This design comes from an exercise in tuning for small area and a short achievable clock period on the open sky130 flow, not from production work. Where RTL was checked, it was by simulation tests only, not by an equivalence proof against the original. No activity file was given, so power comes from the tool's default toggle rates.

// mult8_reg
module mult8_reg(
    input clk,
    input [7:0] a, b,
    output reg [15:0] z
    );
Settings: LEC_CHECK=0, CAP_MARGIN=20, CORE_MARGIN=2, CORE_UTILIZATION=40, SLEW_MARGIN=20; clock period 7.0 ns.
standard.sh (not shown) runs the stock make flow with config.mk's settings and CLKGATE_MAP_FILE= SYNTH_SCRIPT=/design/flow/synth_recipe.tcl, a recipe that flattens the netlist after the stock synthesis.
==> flow/flow/run.sh <==
#!/bin/bash
# Own layout flow: the standard ORFS flow (standard.sh) with one change in
# synthesis: Yosys's extract_fa step is skipped and ABC maps the logic with a
# delay-targeted script (flow/abc.script) instead of ORFS's abc_speed script.
# Everything else (register names, flatten, rename, floorplan ... finish) is the
# standard flow, except that the port buffers are $PORT_BUF cells and heavily
# loaded registers are upsized after global placement (flow/post_gp.tcl). Each tool writes its full log under orfs/logs/ as in ORFS;
# this script's own output goes to flow_run.log.
set -euo pipefail
W=$PWD
exec > >(tee -a "$W/flow_run.log") 2>&1

python3 - "$W" <<'PY'
import sys, pathlib
w = pathlib.Path(sys.argv[1])
import os
src = pathlib.Path(os.environ["FLOW_HOME"]) / "scripts" / "synth.tcl"
s = src.read_text()
pre = "source $::env(SCRIPTS_DIR)/synth_preamble.tcl\n"
fa = "  extract_fa {*}[dont_use_extract_fa_args]\n"
assert s.count(pre) == 1 and s.count(fa) == 1, "synth.tcl changed"
s = s.replace(pre, pre + (
    "set abc_args [list -script %s {*}$lib_args {*}$lib_dont_use_args"
    " -constr $::env(OBJECTS_DIR)/abc.constr]\n" % (w / "flow" / "abc.script")))
s = s.replace(fa, "")
(w / "flow_synth_core.tcl").write_text(s)
b = (w / "synth_recipe.tcl").read_text()
line = "source $::env(SCRIPTS_DIR)/synth.tcl"
assert b.count(line) == 1, "synth_recipe.tcl changed"
(w / "flow_synth.tcl").write_text(b.replace(line, "source %s" % (w / "flow_synth_core.tcl")))
t = (w / "standard.sh").read_text()
old = "SYNTH_SCRIPT=%s" % (w / "synth_recipe.tcl")
assert t.count(old) == 1, "standard.sh changed"
(w / "flow_standard.sh").write_text(t.replace(old, "SYNTH_SCRIPT=%s" % (w / "flow_synth.tcl")))
PY

source "$W/flow/knobs.sh"
bash "$W/flow_standard.sh" BUFFER_PORTS_ARGS="-buffer_cell $PORT_BUF" POST_GLOBAL_PLACE_TCL="$W/flow/post_gp.tcl" finish > "$W/flow_make.log" 2>&1 || { tail -40 "$W/flow_make.log"; exit 1; }
tail -5 "$W/flow_make.log"
test -s "$W/out/final.def"
==> flow/flow/abc.script <==
strash
dch -f
map -D 1800
topo
buffer -p
upsize 1800
dnsize 1800
stime -p
==> flow/flow/knobs.sh <==
PORT_BUF=sky130_fd_sc_hd__buf_4
export FLOW_FF_BIG=sky130_fd_sc_hd__dfxtp_2 FLOW_FF_FANOUT=4
==> flow/flow/post_gp.tcl <==
# Upsize registers whose output drives many loads (drive strength only; the
# register cell type stays dfxtp).
set db [ord::get_db]
set big [$db findMaster $::env(FLOW_FF_BIG)]
set n 0
foreach inst [[ord::get_db_block] getInsts] {
  if {[[$inst getMaster] getName] ne "sky130_fd_sc_hd__dfxtp_1"} { continue }
  set q [$inst findITerm Q]
  set net [$q getNet]
  if {$net eq "NULL"} { continue }
  if {[llength [$net getITerms]] > $::env(FLOW_FF_FANOUT)} {
    $inst swapMaster $big
    incr n
  }
}
puts "post_gp: upsized $n registers to $::env(FLOW_FF_BIG)"
The baseline completed without violations.
Change:
==> flow/flow/abc.script (replaced) <==
strash
dch -f
map -D 2000
topo
buffer -p
upsize 2000
dnsize 2000
stime -p
==> flow/flow/knobs.sh (replaced) <==
PORT_BUF=sky130_fd_sc_hd__buf_4
export FLOW_FF_BIG=sky130_fd_sc_hd__dfxtp_2 FLOW_FF_FANOUT=4
export FLOW_FF_HUGE=sky130_fd_sc_hd__dfxtp_4 FLOW_FF_HUGE_FANOUT=8
--- a/flow/flow/post_gp.tcl
+++ b/flow/flow/post_gp.tcl
@@ -10,3 +10,7 @@
   if {$net eq "NULL"} { continue }
-  if {[llength [$net getITerms]] > $::env(FLOW_FF_FANOUT)} {
+  set fo [llength [$net getITerms]]
+  if {[info exists ::env(FLOW_FF_HUGE_FANOUT)] && $fo > $::env(FLOW_FF_HUGE_FANOUT)} {
+    $inst swapMaster [$db findMaster $::env(FLOW_FF_HUGE)]
+    incr n
+  } elseif {$fo > $::env(FLOW_FF_FANOUT)} {
     $inst swapMaster $big
Outcome: Sequential share of layout area came out higher by 1.4 points; design area falls by 3.6%; global-route usage falls by 1.4 points.
Change:
--- a/flow/flow/run.sh
+++ b/flow/flow/run.sh
@@ -5,4 +5,3 @@
 # Everything else (register names, flatten, rename, floorplan ... finish) is the
-# standard flow, except that the port buffers are $PORT_BUF cells and heavily
-# loaded registers are upsized after global placement (flow/post_gp.tcl). Each tool writes its full log under orfs/logs/ as in ORFS;
+# standard flow, except that the port buffers are buf_4 cells. Each tool writes its full log under orfs/logs/ as in ORFS;
 # this script's own output goes to flow_run.log.
@@ -36,4 +35,3 @@
 
-source "$W/flow/knobs.sh"
-bash "$W/flow_standard.sh" BUFFER_PORTS_ARGS="-buffer_cell $PORT_BUF" POST_GLOBAL_PLACE_TCL="$W/flow/post_gp.tcl" finish > "$W/flow_make.log" 2>&1 || { tail -40 "$W/flow_make.log"; exit 1; }
+bash "$W/flow_standard.sh" BUFFER_PORTS_ARGS="-buffer_cell sky130_fd_sc_hd__buf_4" finish > "$W/flow_make.log" 2>&1 || { tail -40 "$W/flow_make.log"; exit 1; }
 tail -5 "$W/flow_make.log"
Settings changed: CORE_UTILIZATION 40 to 65.
removed: flow/flow/knobs.sh
removed: flow/flow/post_gp.tcl
Global-route usage rose by 11 points.
Hold slack is better by 0.046 ns.
Count of clock-buffer cells in the layout climbs by 1.
Power shrinks by 4.2%.
Setup slack is worse by 0.14 ns.
Change:
--- a/flow/flow/run.sh
+++ b/flow/flow/run.sh
@@ -5,3 +5,4 @@
 # Everything else (register names, flatten, rename, floorplan ... finish) is the
-# standard flow, except that the port buffers are buf_4 cells. Each tool writes its full log under orfs/logs/ as in ORFS;
+# standard flow, except that the port buffers are $PORT_BUF cells and heavily
+# loaded registers are upsized after global placement (flow/post_gp.tcl). Each tool writes its full log under orfs/logs/ as in ORFS;
 # this script's own output goes to flow_run.log.
@@ -35,3 +36,4 @@
 
-bash "$W/flow_standard.sh" BUFFER_PORTS_ARGS="-buffer_cell sky130_fd_sc_hd__buf_4" finish > "$W/flow_make.log" 2>&1 || { tail -40 "$W/flow_make.log"; exit 1; }
+source "$W/flow/knobs.sh"
+bash "$W/flow_standard.sh" BUFFER_PORTS_ARGS="-buffer_cell $PORT_BUF" POST_GLOBAL_PLACE_TCL="$W/flow/post_gp.tcl" finish > "$W/flow_make.log" 2>&1 || { tail -40 "$W/flow_make.log"; exit 1; }
 tail -5 "$W/flow_make.log"
==> flow/flow/knobs.sh (new file) <==
PORT_BUF=sky130_fd_sc_hd__buf_2
export FLOW_FF_BIG=sky130_fd_sc_hd__dfxtp_4 FLOW_FF_FANOUT=4
==> flow/flow/post_gp.tcl (new file) <==
# Upsize registers whose output drives many loads (drive strength only; the
# register cell type stays dfxtp).
set db [ord::get_db]
set big [$db findMaster $::env(FLOW_FF_BIG)]
set n 0
foreach inst [[ord::get_db_block] getInsts] {
  if {[[$inst getMaster] getName] ne "sky130_fd_sc_hd__dfxtp_1"} { continue }
  set q [$inst findITerm Q]
  set net [$q getNet]
  if {$net eq "NULL"} { continue }
  if {[llength [$net getITerms]] > $::env(FLOW_FF_FANOUT)} {
    $inst swapMaster $big
    incr n
  }
}
puts "post_gp: upsized $n registers to $::env(FLOW_FF_BIG)"
Settings changed: CORE_UTILIZATION 65 to 40.
Effect: Wire length went down by 4.2%; worst hold slack is worse by 0.041 ns; combinational power is lower by 7.2%; die area rises by 58%; flip-flop and latch count stays the same; clock power fell by about 10%; cell count goes up by 6.0%; register-to-register slack gets better by 0.11 ns; clock-buffer cell count falls by 1; area after synthesis does not change.

---

delta:
mult8_reg, a different RTL version from the one above (not shown whole).
For scale: ~410 cells after synthesis, ~47 flip-flops, about 33 I/O pins, roughly 2900 µm² of cells after synthesis.
Settings: LEC_CHECK=0, CAP_MARGIN=20, CORE_MARGIN=2, CORE_UTILIZATION=40, SLEW_MARGIN=20; clock period 7.0 ns.
==> flow/flow/run.sh <==
#!/bin/bash
# Own layout flow: the standard ORFS flow (standard.sh) with one change in
# synthesis: Yosys's extract_fa step is skipped and ABC maps the logic with a
# delay-targeted script (flow/abc.script) instead of ORFS's abc_speed script.
# Everything else (register names, flatten, rename, floorplan ... finish) is the
# standard flow, except that the port buffers are buf_4 cells. Each tool writes its full log under orfs/logs/ as in ORFS;
# this script's own output goes to flow_run.log.
set -euo pipefail
W=$PWD
exec > >(tee -a "$W/flow_run.log") 2>&1

python3 - "$W" <<'PY'
import sys, pathlib
w = pathlib.Path(sys.argv[1])
import os
src = pathlib.Path(os.environ["FLOW_HOME"]) / "scripts" / "synth.tcl"
s = src.read_text()
pre = "source $::env(SCRIPTS_DIR)/synth_preamble.tcl\n"
fa = "  extract_fa {*}[dont_use_extract_fa_args]\n"
assert s.count(pre) == 1 and s.count(fa) == 1, "synth.tcl changed"
s = s.replace(pre, pre + (
    "set abc_args [list -script %s {*}$lib_args {*}$lib_dont_use_args"
    " -constr $::env(OBJECTS_DIR)/abc.constr]\n" % (w / "flow" / "abc.script")))
s = s.replace(fa, "")
(w / "flow_synth_core.tcl").write_text(s)
b = (w / "synth_recipe.tcl").read_text()
line = "source $::env(SCRIPTS_DIR)/synth.tcl"
assert b.count(line) == 1, "synth_recipe.tcl changed"
(w / "flow_synth.tcl").write_text(b.replace(line, "source %s" % (w / "flow_synth_core.tcl")))
t = (w / "standard.sh").read_text()
old = "SYNTH_SCRIPT=%s" % (w / "synth_recipe.tcl")
assert t.count(old) == 1, "standard.sh changed"
(w / "flow_standard.sh").write_text(t.replace(old, "SYNTH_SCRIPT=%s" % (w / "flow_synth.tcl")))
PY

bash "$W/flow_standard.sh" BUFFER_PORTS_ARGS="-buffer_cell sky130_fd_sc_hd__buf_4" finish > "$W/flow_make.log" 2>&1 || { tail -40 "$W/flow_make.log"; exit 1; }
tail -5 "$W/flow_make.log"
test -s "$W/out/final.def"
==> flow/flow/abc.script <==
strash
dch -f
map -D 2000
topo
buffer -p
upsize 2000
dnsize 2000
stime -p
delta has completed all stages; timing, DRC and antenna checks passed.
Modified inputs, beta compared to delta
diff --git a/flow/flow/run.sh b/flow/flow/run.sh
--- a/flow/flow/run.sh
+++ b/flow/flow/run.sh
@@ -6 +6,2 @@
-# standard flow, except that the port buffers are buf_4 cells. Each tool writes its full log under orfs/logs/ as in ORFS;
+# standard flow, except that the port buffers are $PORT_BUF cells and heavily
+# loaded registers are upsized after global placement (flow/post_gp.tcl). Each tool writes its full log under orfs/logs/ as in ORFS;
@@ -36 +37,2 @@
-bash "$W/flow_standard.sh" BUFFER_PORTS_ARGS="-buffer_cell sky130_fd_sc_hd__buf_4" finish > "$W/flow_make.log" 2>&1 || { tail -40 "$W/flow_make.log"; exit 1; }
+source "$W/flow/knobs.sh"
+bash "$W/flow_standard.sh" BUFFER_PORTS_ARGS="-buffer_cell $PORT_BUF" POST_GLOBAL_PLACE_TCL="$W/flow/post_gp.tcl" finish > "$W/flow_make.log" 2>&1 || { tail -40 "$W/flow_make.log"; exit 1; }
==> flow/flow/abc.script <==
strash
&get -n
&st
&if -g -K 6
&synch2
&if -g -K 6
&synch2
&put
strash
dch -f
map -D 2000
topo
buffer -p
upsize 2000
dnsize 2000
stime -p
==> flow/flow/knobs.sh (new file) <==
PORT_BUF=sky130_fd_sc_hd__buf_4
export FLOW_FF_BIG=sky130_fd_sc_hd__dfxtp_2 FLOW_FF_FANOUT=4
==> flow/flow/post_gp.tcl (new file) <==
# Upsize registers whose output drives many loads (drive strength only; the
# register cell type stays dfxtp).
set db [ord::get_db]
set big [$db findMaster $::env(FLOW_FF_BIG)]
set n 0
foreach inst [[ord::get_db_block] getInsts] {
  if {[[$inst getMaster] getName] ne "sky130_fd_sc_hd__dfxtp_1"} { continue }
  set q [$inst findITerm Q]
  set net [$q getNet]
  if {$net eq "NULL"} { continue }
  if {[llength [$net getITerms]] > $::env(FLOW_FF_FANOUT)} {
    $inst swapMaster $big
    incr n
  }
}
puts "post_gp: upsized $n registers to $::env(FLOW_FF_BIG)"
## What came out
beta: no failed stages, no open violations at the end
beta against delta: simple-gate share of the synthesized area fell 3.0 points; first-iteration DRC count fell 60%; ratio of final minimum period to clock period about even; die height rose 0.33%.
In the reports for delta and beta, the smaller number of multi-input combinational cells in the layout belongs to beta.
| fraction of synthesized cell area in xor and xnor cells | beta vs delta | 3.5 points higher |
Looking only at post-synthesis share of cell area spent on full adders, half adders and majority gates, and setting everything else aside, the higher value of delta and beta goes to beta.
Setup WNS delta -> beta: worse
beta reports a higher clock-buffer cell count than delta does.
beta does worse than delta on die area.
Function was not checked in any run of this note: the RTL went through the layout flow alone.

## static timing again, ports no longer ideal
The flow's constraints put no driver on any port. The routed layouts listed below were extracted and timed again, unchanged, in two steps. Step 1: set_driving_cell puts a clkbuf_16 on clk and a buf_2 on each other input, an assumption about the parent block. Step 2 adds t to the input delays and takes it off the output delays; t is the mean of the earliest and latest rising clock arrival at the registers after step 1. Input paths then give back, and output paths get back, about the clock's delay inside the block. Slacks: no drivers / after step 1 / after step 2; pairs: no drivers / after step 1.
run	t (ns)	setup WS [ns]	hold slack, ns
the first run of note 1	0.324	4.301 / 4.301 / 4.200	0.550 / 0.550 / 0.550
the second run of note 1	0.326	4.512 / 4.512 / 4.195	0.543 / 0.543 / 0.543
the third run of note 1	0.325	4.372 / 4.372 / 4.176	0.589 / 0.589 / 0.589
the fourth run of note 1	0.337	4.478 / 4.478 / 4.213	0.547 / 0.547 / 0.547
delta	0.334	4.477 / 4.477 / 4.442	0.627 / 0.627 / 0.627
beta	0.322	4.470 / 4.470 / 4.470	0.610 / 0.610 / 0.610
After both steps setup and hold are still met in every run listed. The setup slack of the second run of note 1, which loses most, moves by 0.000 ns with the drivers and by -0.317 ns with both steps.
